Background: an optimization exercise with open tools, aiming at small area, a short achievable clock period and few clock cycles per item. Do not read the settings as production practice.
Only simulation tests tie the RTL to the original design; equivalence was not proved.

==> 11-17 <==
## matrix2x2_mult
module matrix2x2_mult (
    input       clk,
    input       rst,
    input       start,
    input [7:0]  a00, a01,
    input [7:0]  a10, a11,
    input [7:0]  b00, b01,
    input [7:0]  b10, b11,
    output [16:0] c00, c01,
    output [16:0] c10, c11,
    output done
);
Settings: LEC_CHECK=0, CAP_MARGIN=20, CORE_MARGIN=2, CORE_UTILIZATION=65, CTS_BUF_LIST=sky130_fd_sc_hd__clkbuf_16, CTS_CLUSTER_DIAMETER=150, CTS_CLUSTER_SIZE=30, SETUP_SLACK_MARGIN=4.25, SLEW_MARGIN=20, SYNTH_HIERARCHICAL=1, SYNTH_MINIMUM_KEEP_SIZE=0; clock period 7.0 ns.
standard.sh (not shown) runs the stock make flow with config.mk's settings and CLKGATE_MAP_FILE= SYNTH_SCRIPT=/design/flow/synth_recipe.tcl, a recipe that flattens the netlist after the stock synthesis.
==> flow/flow/run.sh <==
#!/bin/bash
# The standard layout, with plain buffers (buf_1) on the ports instead of the
# delay buffer buffer_ports picks by default.
set -euo pipefail
bash standard.sh "BUFFER_PORTS_ARGS=-buffer_cell sky130_fd_sc_hd__buf_1" finish > standard_flow.log 2>&1
==> inputs of 03-22, as changes to 11-17 <==
--- a/flow/design.v
+++ b/flow/design.v
@@ -607,91 +607,108 @@
   wire w61_0;
   mm_inv u61 (.a(w49_0), .y(w61_0));
   wire w62_0;
   mm_nor u62 (.a(w61_0), .b(w48_0), .y(w62_0));
   wire w63_0;
-  mm_inv u63 (.a(w32_0), .y(w63_0));
+  mm_inv u63 (.a(w31_0), .y(w63_0));
   wire w64_0;
-  mm_o21bai u64 (.a(w63_0), .b(w50_0), .c(w31_0), .y(w64_0));
+  mm_inv u64 (.a(w32_0), .y(w64_0));
   wire w65_0;
-  mm_nor u65 (.a(w63_0), .b(w51_0), .y(w65_0));
+  mm_o21ai u65 (.a(w64_0), .b(w50_0), .c(w63_0), .y(w65_0));
   wire w66_0;
-  mm_o21ai u66 (.a(w53_0), .b(w50_0), .c(w52_0), .y(w66_0));
+  mm_inv u66 (.a(w32_0), .y(w66_0));
   wire w67_0;
-  mm_nor u67 (.a(w53_0), .b(w51_0), .y(w67_0));
+  mm_nor u67 (.a(w66_0), .b(w51_0), .y(w67_0));
   wire w68_0;
-  mm_inv u68 (.a(w40_0), .y(w68_0));
+  mm_o21ai u68 (.a(w53_0), .b(w50_0), .c(w52_0), .y(w68_0));
   wire w69_0;
-  mm_o21bai u69 (.a(w68_0), .b(w54_0), .c(w39_0), .y(w69_0));
+  mm_nor u69 (.a(w53_0), .b(w51_0), .y(w69_0));
   wire w70_0;
-  mm_nor u70 (.a(w68_0), .b(w55_0), .y(w70_0));
+  mm_inv u70 (.a(w39_0), .y(w70_0));
   wire w71_0;
-  mm_o21ai u71 (.a(w57_0), .b(w54_0), .c(w56_0), .y(w71_0));
+  mm_inv u71 (.a(w40_0), .y(w71_0));
   wire w72_0;
-  mm_nor u72 (.a(w57_0), .b(w55_0), .y(w72_0));
+  mm_o21ai u72 (.a(w71_0), .b(w54_0), .c(w70_0), .y(w72_0));
   wire w73_0;
-  mm_a21oi u73 (.a(w28_0), .b(w62_0), .c(w27_0), .y(w73_0));
+  mm_inv u73 (.a(w40_0), .y(w73_0));
   wire w74_0;
-  mm_inv u74 (.a(w51_0), .y(w74_0));
+  mm_nor u74 (.a(w73_0), .b(w55_0), .y(w74_0));
   wire w75_0;
-  mm_a21boi u75 (.a(w74_0), .b(w62_0), .c(w50_0), .y(w75_0));
+  mm_o21ai u75 (.a(w57_0), .b(w54_0), .c(w56_0), .y(w75_0));
   wire w76_0;
-  mm_a21oi u76 (.a(w65_0), .b(w62_0), .c(w64_0), .y(w76_0));
+  mm_nor u76 (.a(w57_0), .b(w55_0), .y(w76_0));
   wire w77_0;
-  mm_a21oi u77 (.a(w67_0), .b(w62_0), .c(w66_0), .y(w77_0));
+  mm_a21oi u77 (.a(w28_0), .b(w62_0), .c(w27_0), .y(w77_0));
   wire w78_0;
-  mm_a21oi u78 (.a(w44_0), .b(w71_0), .c(w43_0), .y(w78_0));
+  mm_inv u78 (.a(w50_0), .y(w78_0));
   wire w79_0;
-  mm_nand u79 (.a(w44_0), .b(w72_0), .y(w79_0));
+  mm_inv u79 (.a(w51_0), .y(w79_0));
   wire w80_0;
-  mm_inv u80 (.a(w59_0), .y(w80_0));
+  mm_a21oi u80 (.a(w79_0), .b(w62_0), .c(w78_0), .y(w80_0));
   wire w81_0;
-  mm_a21boi u81 (.a(w80_0), .b(w71_0), .c(w58_0), .y(w81_0));
+  mm_a21oi u81 (.a(w67_0), .b(w62_0), .c(w65_0), .y(w81_0));
   wire w82_0;
-  mm_nand u82 (.a(w80_0), .b(w72_0), .y(w82_0));
+  mm_a21oi u82 (.a(w69_0), .b(w62_0), .c(w68_0), .y(w82_0));
   wire w83_0;
-  mm_inv u83 (.a(w36_0), .y(w83_0));
+  mm_a21oi u83 (.a(w44_0), .b(w75_0), .c(w43_0), .y(w83_0));
   wire w84_0;
-  mm_o21bai u84 (.a(w83_0), .b(w77_0), .c(w35_0), .y(w84_0));
+  mm_nand u84 (.a(w44_0), .b(w76_0), .y(w84_0));
   wire w85_0;
-  mm_o21ai u85 (.a(w55_0), .b(w77_0), .c(w54_0), .y(w85_0));
+  mm_inv u85 (.a(w58_0), .y(w85_0));
   wire w86_0;
-  mm_inv u86 (.a(w70_0), .y(w86_0));
+  mm_inv u86 (.a(w59_0), .y(w86_0));
   wire w87_0;
-  mm_o21bai u87 (.a(w86_0), .b(w77_0), .c(w69_0), .y(w87_0));
+  mm_a21oi u87 (.a(w86_0), .b(w75_0), .c(w85_0), .y(w87_0));
   wire w88_0;
-  mm_inv u88 (.a(w72_0), .y(w88_0));
+  mm_inv u88 (.a(w59_0), .y(w88_0));
   wire w89_0;
-  mm_o21bai u89 (.a(w88_0), .b(w77_0), .c(w71_0), .y(w89_0));
+  mm_nand u89 (.a(w88_0), .b(w76_0), .y(w89_0));
   wire w90_0;
-  mm_o21ai u90 (.a(w79_0), .b(w77_0), .c(w78_0), .y(w90_0));
-  mm_o21ai u91 (.a(w82_0), .b(w77_0), .c(w81_0), .y(c[16]));
-  mm_xnor u92 (.a(i[5]), .b(w25_0), .y(c[3]));
-  mm_xor u93 (.a(i[6]), .b(w48_0), .y(c[4]));
-  mm_xnor u94 (.a(w4_0), .b(w60_0), .y(c[5]));
-  mm_xor u95 (.a(w28_0), .b(w62_0), .y(c[6]));
-  mm_xnor u96 (.a(w30_0), .b(w73_0), .y(c[7]));
-  mm_xnor u97 (.a(w32_0), .b(w75_0), .y(c[8]));
-  mm_xnor u98 (.a(w34_0), .b(w76_0), .y(c[9]));
-  mm_xnor u99 (.a(w36_0), .b(w77_0), .y(c[10]));
-  mm_xor u100 (.a(w38_0), .b(w84_0), .y(c[11]));
-  mm_xor u101 (.a(w40_0), .b(w85_0), .y(c[12]));
-  mm_xor u102 (.a(w42_0), .b(w87_0), .y(c[13]));
-  mm_xor u103 (.a(w44_0), .b(w89_0), .y(c[14]));
-  mm_xor u104 (.a(w46_0), .b(w90_0), .y(c[15]));
+  mm_inv u90 (.a(w35_0), .y(w90_0));
+  wire w91_0;
+  mm_inv u91 (.a(w36_0), .y(w91_0));
+  wire w92_0;
+  mm_o21ai u92 (.a(w91_0), .b(w82_0), .c(w90_0), .y(w92_0));
+  wire w93_0;
+  mm_o21ai u93 (.a(w55_0), .b(w82_0), .c(w54_0), .y(w93_0));
+  wire w94_0;
+  mm_inv u94 (.a(w72_0), .y(w94_0));
+  wire w95_0;
+  mm_inv u95 (.a(w74_0), .y(w95_0));
+  wire w96_0;
+  mm_o21ai u96 (.a(w95_0), .b(w82_0), .c(w94_0), .y(w96_0));
+  wire w97_0;
+  mm_inv u97 (.a(w75_0), .y(w97_0));
+  wire w98_0;
+  mm_inv u98 (.a(w76_0), .y(w98_0));
+  wire w99_0;
+  mm_o21ai u99 (.a(w98_0), .b(w82_0), .c(w97_0), .y(w99_0));
+  wire w100_0;
+  mm_o21ai u100 (.a(w84_0), .b(w82_0), .c(w83_0), .y(w100_0));
+  mm_o21ai u101 (.a(w89_0), .b(w82_0), .c(w87_0), .y(c[16]));
+  mm_xnor u102 (.a(i[5]), .b(w25_0), .y(c[3]));
+  mm_xor u103 (.a(i[6]), .b(w48_0), .y(c[4]));
+  mm_xnor u104 (.a(w4_0), .b(w60_0), .y(c[5]));
+  mm_xor u105 (.a(w28_0), .b(w62_0), .y(c[6]));
+  mm_xnor u106 (.a(w30_0), .b(w77_0), .y(c[7]));
+  mm_xnor u107 (.a(w32_0), .b(w80_0), .y(c[8]));
+  mm_xnor u108 (.a(w34_0), .b(w81_0), .y(c[9]));
+  mm_xnor u109 (.a(w36_0), .b(w82_0), .y(c[10]));
+  mm_xor u110 (.a(w38_0), .b(w92_0), .y(c[11]));
+  mm_xor u111 (.a(w40_0), .b(w93_0), .y(c[12]));
+  mm_xor u112 (.a(w42_0), .b(w96_0), .y(c[13]));
+  mm_xor u113 (.a(w44_0), .b(w99_0), .y(c[14]));
+  mm_xor u114 (.a(w46_0), .b(w100_0), .y(c[15]));
 endmodule
 module mm_nand (input a, b, output y); assign y = ~(a & b); endmodule
 module mm_nor (input a, b, output y); assign y = ~(a | b); endmodule
 module mm_or (input a, b, output y); assign y = a | b; endmodule
 module mm_xor (input a, b, output y); assign y = a ^ b; endmodule
 module mm_xnor (input a, b, output y); assign y = ~(a ^ b); endmodule
 module mm_inv (input a, output y); assign y = ~a; endmodule
 module mm_a21oi (input a, b, c, output y); assign y = ~((a & b) | c); endmodule
 module mm_o21ai (input a, b, c, output y); assign y = ~((a | b) & c); endmodule
-module mm_a21boi (input a, b, c, output y); assign y = ~((a & b) | ~c); endmodule
-module mm_o21bai (input a, b, c, output y); assign y = ~((a | b) & ~c); endmodule
-module mm_nor2b (input a, b, output y); assign y = ~(a | ~b); endmodule
 module mm_fa (
   input  a, b, c,
   output s, co
 );
   assign s = a ^ b ^ c;
==> flow/flow/run.sh (replaced) <==
#!/bin/bash
# The standard layout, with plain buffers (buf_2) on the ports instead of the
# delay buffer buffer_ports picks by default.
set -euo pipefail
bash standard.sh "BUFFER_PORTS_ARGS=-buffer_cell sky130_fd_sc_hd__buf_2" finish > standard_flow.log 2>&1
Settings changed: CTS_BUF_LIST sky130_fd_sc_hd__clkbuf_16 to sky130_fd_sc_hd__clkbuf_8, CTS_CLUSTER_DIAMETER 150 to 100, CTS_CLUSTER_SIZE 30 to 16, SETUP_SLACK_MARGIN 4.25 to 4.3.
==> impl_metrics.py <==
metrics = {
    "synthesis": {
        "synth-adder-area-share": 0.4423,
        "yosysUniqueCellTypes": 11,
        "synth_compound_area_frac": 0.03202,
        "synth.avg_cell_area_um2": 11.32,
    },
    "layout": {
        "multi_input_area_share": 0.5706,
        "sh_seq_area": 0.2789,
        "regArea_um2": 6085,
        "buffer_area_frac": 0.09881,
        "clkbuf_count": 23,
    },
    "critical_path": {
        "crit_path_start": "rb11[0]$_DFF_P_",
    },
    "run_status": {
        "status": "no timing/DRC/antenna violations",
    },
    "sta": {
        "fin_ws_ps": 4293,
        "final.period_utilization": 0.3867,
    },
    "power_and_ir_drop": {
        "p_leak_uw": 0.008511,
        "irDropWorstVdd_mv": 0.3878,
    },
}
[end of results for 03-22]
==> impl_metrics.py <==
metrics = {
    "layout": {
        "buffer_area_frac": 0.04404,
        "sh_seq_area": 0.2975,
        "regArea_um2": 6086,
        "clkbuf_count": 13,
        "multi_input_area_share": 0.6104,
    },
    "critical_path": {
        "crit_path_start": "rb10[1]$_DFF_P_",
        "crit_required_ps": 7400,
    },
    "run_status": {
        "status": "no timing/DRC/antenna violations",
    },
    "sta": {
        "rsz0062_at_grt": "true",
        "final.period_utilization": 0.3900,
        "fin_ws_ps": 4270,
    },
    "power_and_ir_drop": {
        "irDropWorstVdd_mv": 0.3285,
        "p_leak_uw": 0.007372,
        "p_sw_uw": 4140,
    },
    "min_path": {
        "min_to": "v[1]$_DFF_PP0_",
    },
    "synthesis": {
        "synth.avg_cell_area_um2": 11.55,
        "ys_ff_latch": 291,
        "yosysUniqueCellTypes": 13,
    },
}
[end of results for 11-17]
Testbench counts of 11-17, summed over its fixed seeds: cycles 16,016, items 16,000.
Testbench counts of 03-22, summed over its fixed seeds: cycles 16,016, items 16,000.

==> static timing again, ports no longer ideal <==
The results above use ideal ports. As a check the final layouts listed here were re-extracted and re-timed, cells and wires unchanged. Step 1 assumes that a clkbuf_16 drives the clock port and a buf_2 every other input. Step 2, shift: input delay + t, output delay - t, t = (earliest + latest rising clock arrival at the registers) / 2. This alone moves slack from input paths to output paths. Slacks: no drivers / after step 1 / after step 2; pairs: no drivers / after step 1.
run	shift t [ns]	slack for setup (ns)	hold WS [ns]
11-17	0.552	4.270 / 4.270 / 4.270	0.364 / 0.364 / 0.364
03-22	0.624	4.293 / 4.293 / 4.293	0.364 / 0.364 / 0.364
After both steps every run listed still meets setup and hold.
